From an optimization exercise on the open Yosys and OpenROAD flow, aimed at small area and a short achievable clock period; shortcuts taken in it are not production practice.
No run shown here included a check of the RTL's function; only the layout flow was run.
Power figures rest on the tool's default switching activity, not on a simulated workload.

==> flow/design.v, too long to show whole: its modules and the start of the top module <==
// module FIRLPF: 1083 lines
// module FIRLPF_fa: 4 lines
// module FIRLPF_ha: 4 lines
// module FIRLPF_gp: 4 lines
module FIRLPF(
       input                     Clock,
       input                     Rst_n,
       input      signed  [31:0] InputData1,
       output     signed  [31:0] OutputData
);
  // ...
==> flow/flow/run.sh <==
#!/bin/bash
# The standard layout (standard.sh) with two changes to how it is made:
# - the port buffers that global placement inserts use buf_2 instead of the
#   flow's default pick, a slow delay buffer;
# - after placement resizing (repair_design), cells that drive many loads
#   get a stronger drive strength of the same cell (post_resize.tcl);
#   detailed placement then legalizes them as usual.
# Everything else, including synthesis, is the standard flow's. The tools'
# full output goes to standard.log in the work folder (and to the ORFS logs
# under orfs/logs).
set -euo pipefail
here=$(cd "$(dirname "$0")" && pwd)
export BUFFER_PORTS_ARGS="-buffer_cell sky130_fd_sc_hd__buf_2"
export POST_RESIZE_TCL="$here/post_resize.tcl"
bash standard.sh > standard.log 2>&1
==> flow/flow/post_resize.tcl <==
# Sourced by ORFS after repair_design in the placement resizing step.
# Cells whose output drives more than 6 pins get the _4 drive strength of the
# same cell, more than 3 pins the _2 one, where the library has it (same
# function; flip-flops stay the same type of flip-flop).
set n_up 0
foreach inst [get_cells *] {
  set master [get_property $inst ref_name]
  if {![regexp {^(sky130_fd_sc_hd__[a-z0-9]+)_([0-9]+)$} $master -> base drive]} { continue }
  if {[string match "*clkbuf*" $base] || [string match "*dly*" $base] || [string match "*tap*" $base]} { continue }
  set fo 0
  foreach pin [get_pins -of_objects $inst -filter "direction == output"] {
    set net [get_nets -of_objects $pin]
    if {$net eq ""} { continue }
    incr fo [llength [get_pins -of_objects $net -filter "direction == input"]]
  }
  if {$fo > 6} { set want 4 } elseif {$fo > 3} { set want 2 } else { continue }
  if {$drive >= $want} { continue }
  if {[llength [get_lib_cells -quiet ${base}_$want]] == 0} { continue }
  replace_cell $inst ${base}_$want
  incr n_up
}
puts "post_resize.tcl: upsized $n_up cells"
==> flow/standard.sh <==
#!/bin/bash
# synth_recipe.tcl (not shown) runs the flow's synth.tcl, then flattens the netlist and writes it again
# the make line also repeats each setting of config.mk as NAME=value (left out here)
make -C /OpenROAD-flow-scripts/flow DESIGN_CONFIG=/design/flow/config.mk WORK_HOME=/design/flow/orfs CLKGATE_MAP_FILE= SYNTH_SCRIPT=/design/flow/synth_recipe.tcl "${@:-finish}"
==> flow/config.mk <==
export PLATFORM = sky130hd
export DESIGN_NAME = FIRLPF
export DESIGN_NICKNAME = FIRLPF
export VERILOG_FILES = /design/flow/design.v
export SDC_FILE = /design/flow/constraint.sdc
export NUM_CORES = 4
export LEC_CHECK = 0
export CAP_MARGIN = 20
export CELL_PAD_IN_SITES_DETAIL_PLACEMENT = 1
export CORE_MARGIN = 2
export CORE_UTILIZATION = 30
export CTS_CLUSTER_DIAMETER = 60
export CTS_CLUSTER_SIZE = 30
export PLACE_DENSITY = 0.5
export SLEW_MARGIN = 20
export SYNTH_HIERARCHICAL = 1
export SYNTH_MINIMUM_KEEP_SIZE = 0
==> flow/constraint.sdc <==
create_clock -name core_clock -period 11.0 [get_ports {Clock}]
set_input_delay 2.2000 -clock core_clock [delete_from_list [all_inputs] [get_ports {Clock}]]
set_output_delay 2.2000 -clock core_clock [all_outputs]
set_load 0.01 [all_outputs]
==> key figures, run 1 <==
GRT
  • Routing usage on met2: about a quarter
  • GRT met3 Usage: 2.00%
  • Total gr overflow: 0
  • Initial antenna violation count: 1
  • First-pass GRT wire length: a little over 90000 µm
  • Routing usage on met1: 20.8%

CTS
  • Clock sink count: a little under 400
  • Worst skew pair latency: 600 ps
  • CTS H-tree depth: 2
  • Clock Path Buffers: 3

Timing
  • Slew headroom: 52.8%
  • Hold Violations, Final: 0
  • Setup ws final: around 7500 ps
  • # setup viols final: 0

Die
  • Full die area: between 70000 and 80000 µm²
  • Site row count: 99
  • I/O pin count: between 60 and 70

Detailed routing
  • Met3 wire len: approximately 2300 µm
  • DRC errors left: 0

Worst hold path
  • Hold Crit Class: reg -> reg
  • Hold_sp: R1[20]

Worst setup path
  • Max Fanout on Critical Path: 10
  • CP Data Arrival Time: between 1000 and 1500 ps
  • CP Data Required Time: roughly 8800 ps
  • RR Endpoint: Sc[36]

Synthesis
  • Syn Area/Cell: approximately 11 µm²
  • Post-Syn Nets: between 2000 and 2500
  • Syn. warnings: 7
  • Cells after Synth: between 1500 and 2000

Cells and area
  • Number of sequential cells: about 400
  • Largest cell class: multi-input gates
  • Fillers: ~8000

Pwr
  • Max VDD drop: 97.8 µV
  • P_sw: 0.00227 W

Placed design
  • Port Buffer Count: between 60 and 70

Status
  • Status: complete, no violations
==> run 2: changes to the inputs <==
--- a/flow/flow/run.sh
+++ b/flow/flow/run.sh
@@ -3,7 +3,8 @@
 # - the port buffers that global placement inserts use buf_2 instead of the
 #   flow's default pick, a slow delay buffer;
 # - after placement resizing (repair_design), cells that drive many loads
-#   get a stronger drive strength of the same cell (post_resize.tcl);
+#   get a stronger drive strength of the same cell, adder cells excepted
+#   (post_resize.tcl);
 #   detailed placement then legalizes them as usual.
 # Everything else, including synthesis, is the standard flow's. The tools'
 # full output goes to standard.log in the work folder (and to the ORFS logs
--- a/flow/flow/post_resize.tcl
+++ b/flow/flow/post_resize.tcl
@@ -1,12 +1,15 @@
 # Sourced by ORFS after repair_design in the placement resizing step.
 # Cells whose output drives more than 6 pins get the _4 drive strength of the
 # same cell, more than 3 pins the _2 one, where the library has it (same
-# function; flip-flops stay the same type of flip-flop).
+# function; flip-flops stay the same type of flip-flop). Adder cells are
+# left alone.
 set n_up 0
 foreach inst [get_cells *] {
   set master [get_property $inst ref_name]
   if {![regexp {^(sky130_fd_sc_hd__[a-z0-9]+)_([0-9]+)$} $master -> base drive]} { continue }
   if {[string match "*clkbuf*" $base] || [string match "*dly*" $base] || [string match "*tap*" $base]} { continue }
+  # the adders' cells (half adders and prefix cells) are left as they are
+  if {[regexp {__(ha|fa|a21o)$} $base]} { continue }
   set fo 0
   foreach pin [get_pins -of_objects $inst -filter "direction == output"] {
     set net [get_nets -of_objects $pin]
==> key figures, run 2 <==
Status
  • Status: complete, no violations

Detailed routing
  • Vias post-DR: roughly 14000
  • Routed len/inst: 19.0 µm
  • Post-DR vias/cell: 4.94
  • Final antenna-violating net count: 0
  • Total Wirelength: 54800 µm
  • First-pass DRT Iterations: 10
  • DRC errors left: 0 (unchanged)
  • DR iter-0 viols: about 950

Placed design
  • Hpwl dp: 39700 µm
  • Placed Cells incl. Taps: ~2800
  • Post-Place Worst Slack: between 7000 and 8000 ps
  • Port Buffer Count: 65 (unchanged)
  • Gpl congestion: approximately 0.8

Cells and area
  • Total Nets Final: approximately 2200
  • Fillers: 7974 (+0.34%)
  • Fraction of layout cells with a size suffix above 1: between 10% and 20%
  • Register Area: 8320 µm²
  • Area Overhead vs Synth: 11.3%
  • Commonest non-fill, non-tap cells in the layout: dfxtp_1 (317), fa_1 (221), mux2i_1 (128), a21o_1 (127), ha_1 (97)
  • Antenna diode count: 0
  • Non-Filler Instances: 2886
  • Most common cell after layout, fill and taps aside: dfxtp_1
  • Largest regs: Sc (40), Ss (40), xr (32)
  • Area of the multi-input gates: between 10000 and 15000 µm²

Synthesis
  • Cells after Synth: 1937 (unchanged)
  • Synthesized area: around 22000 µm²
  • Post-Syn Nets: 2289 (unchanged)
  • Syn. warnings: 7 (unchanged)
  • Syn Area/Cell: 11.3 µm² (unchanged)

Die
  • Die Y: between 200 and 300 µm
  • Initial Utilization: roughly 30%
  • Site row count: 99 (unchanged)
  • Full die area: 75100 µm² (unchanged)
  • Die width: 274 µm
  • I/O pin count: 66 (unchanged)
  • Core Area: slightly above 70000 µm²

CTS
  • Clock sink count: 397 (unchanged)
  • CTS tree: yes
  • Postcts setup bufs: 0
  • Clock Path Buffers: 3 (unchanged)
  • TritonCTS buffer count: 38
  • Worst skew pair latency: 590 ps (about the same)
  • Cts hold-fix bufs: 0
  • CTS H-tree depth: 2 (unchanged)
  • Clock Pin Slew Worst Setup and Hold Paths: around 90 ps
  • PostCTS Resize Cnt: 0
  • CTS root buffer: clkbuf_16

Timing
  • Max Slew Vio Count: 0
  • Period Utilization, post-route: 31.6%
  • Hold Violations, Final: 0 (unchanged)
  • Setup ws final: 7520 ps (+3.67 ps)
  • Clock Skews: ~42 ps
  • RSZ-0062 raised after global routing: false
  • Sum Neg Setup Slack: 0 ps
  • # setup viols final: 0 (unchanged)
  • Crit path time final: 3480 ps
  • Fmax: 287 MHz
  • Slew headroom: 50.7% (-2.1 points)
  • Worst Tran Pin Value: about 740 ps

Flow run
  • Max-Cap Viols: 0

Pwr
  • Leak pwr: 11.5 nW
  • Max VDD drop: 109 µV (+12%)
  • P per Cell Area: 245 nW/µm²

Worst setup path
  • CP Data Arrival Time: 1280 ps (about the same)
  • Crit Path Class: reg -> out
  • Crit-path max cell delay: 540 ps
  • CP top delay family: flip-flops
  • Worst path bufs/invs: 1
  • Crit end category: output port
  • Max Fanout on Critical Path: 10 (unchanged)
  • Crit-path slowest cell: dfrtp_4
  • Worst-path cell chain: buf_2
  • CP Data Required Time: 8800 ps (about the same)
  • Worst setup SP type: register

GRT
  • Pin count of the biggest net entering global routing: 62
  • First-pass GRT wire length: 90800 µm (-0.14%)
  • Initial antenna violation count: 3 (+2)
  • Total gr overflow: 0 (unchanged)
  • Vias in the first global route: about 16000
  • All-Layer GR Usage: between 10% and 20%

Worst hold path
  • Hold Crit Class: reg -> reg
run 2: cell count changes in the layout (fill, tap and decap cells not counted), sizes merged:
cell,delta
bufinv,-1
clkbuf,+5
diode,-1
inv,-2
run 2: cell type report:
cell class,count,share of cell area (%)
Timing Repair Buffer,83,1.89
Inverter,97,1.54
Multi-Input combinational cell,1280,51.6
Tap cell,959,4.93
Sequential cell,397,34.2
Clock inverter,27,1.65
Clock buffer,43,4.15
run 2: layer usage:
layer  routed length, µm  vias to the layer above  GRT usage, %  share of wire (%)
li1                    -                     6571             -                  -
met1               25700                     7289          20.8                 47
met2               25400                      319          24.5                 46
met3                2340                       80          2.21                4.3
met4                1400                        0          4.39                2.5
met5                   0                        -             0                  0
run 2: final timing paths:
path                        start              to  slack, ps  depth (start not counted)
max in group asynchronous   Rst_n           U[27]       8780                          2
setup / recovery            U[27]  OutputData[30]       7520                          1
hold reg to reg             R1[1]           R2[1]        290                          0
setup reg to reg           ctl[1]          Sc[36]       7700                          7
hold / removal              R1[1]           R2[1]        290                          0
min in group asynchronous   Rst_n           U[18]       1720                          2
run 2: stage by stage:
| stage | instance area, µm² | hold slack (ps) | utilization [%] | power, W |
|---|---|---|---|---|
| 2_1_floorplan | 21900 | 310 | - | 0.00390 |
| 3_3_place_gp | 22700 | 310 | 31.3 | 0.00445 |
| 3_5_place_dp | 22900 | 313 | 31.6 | 0.00460 |
| 4_1_cts | 24300 | 285 | 33.5 | 0.00609 |
| 5_1_grt | 24300 | 299 | 33.5 | 0.00655 |
| 6_report | 24300 | 286 | 33.5 | 0.00597 |
run 2: report_power, final:
group	internal, W	switching [W]
Combinational	0.00133	0.00139
Sequential	0.00166	0.000156
Clock	0.000750	0.000689

[port drivers added, routing unchanged]
How much do the figures lean on ideal ports? The routed layouts below were timed once more, with nothing changed but the port constraints. Step 1 sets driving cells, clkbuf_16 on the clock port and buf_2 on the other inputs (assumed; they add their load-dependent delay and slew). Step 2 adds t to the input delays and takes it off the output delays; t is the mean of the earliest and latest rising clock arrival at the registers after step 1. Input paths then give back, and output paths get back, about the clock's delay inside the block. Three values: ideal, step 1, step 2; two values: the first two.
run | shift t [ns] | setup slack, ns | worst setup path after step 2 | latest minus earliest clock arrival (ns) | slew at the worst register clock pin (ns)
run 1 | 0.623 | 7.516 / 7.462 / 7.734 | register to register | 0.060 / 0.059 | 0.10 / 0.10
run 2 | 0.619 | 7.520 / 7.467 / 7.704 | register to register | 0.044 / 0.044 | 0.10 / 0.10
After both steps every run listed still meets setup and hold.
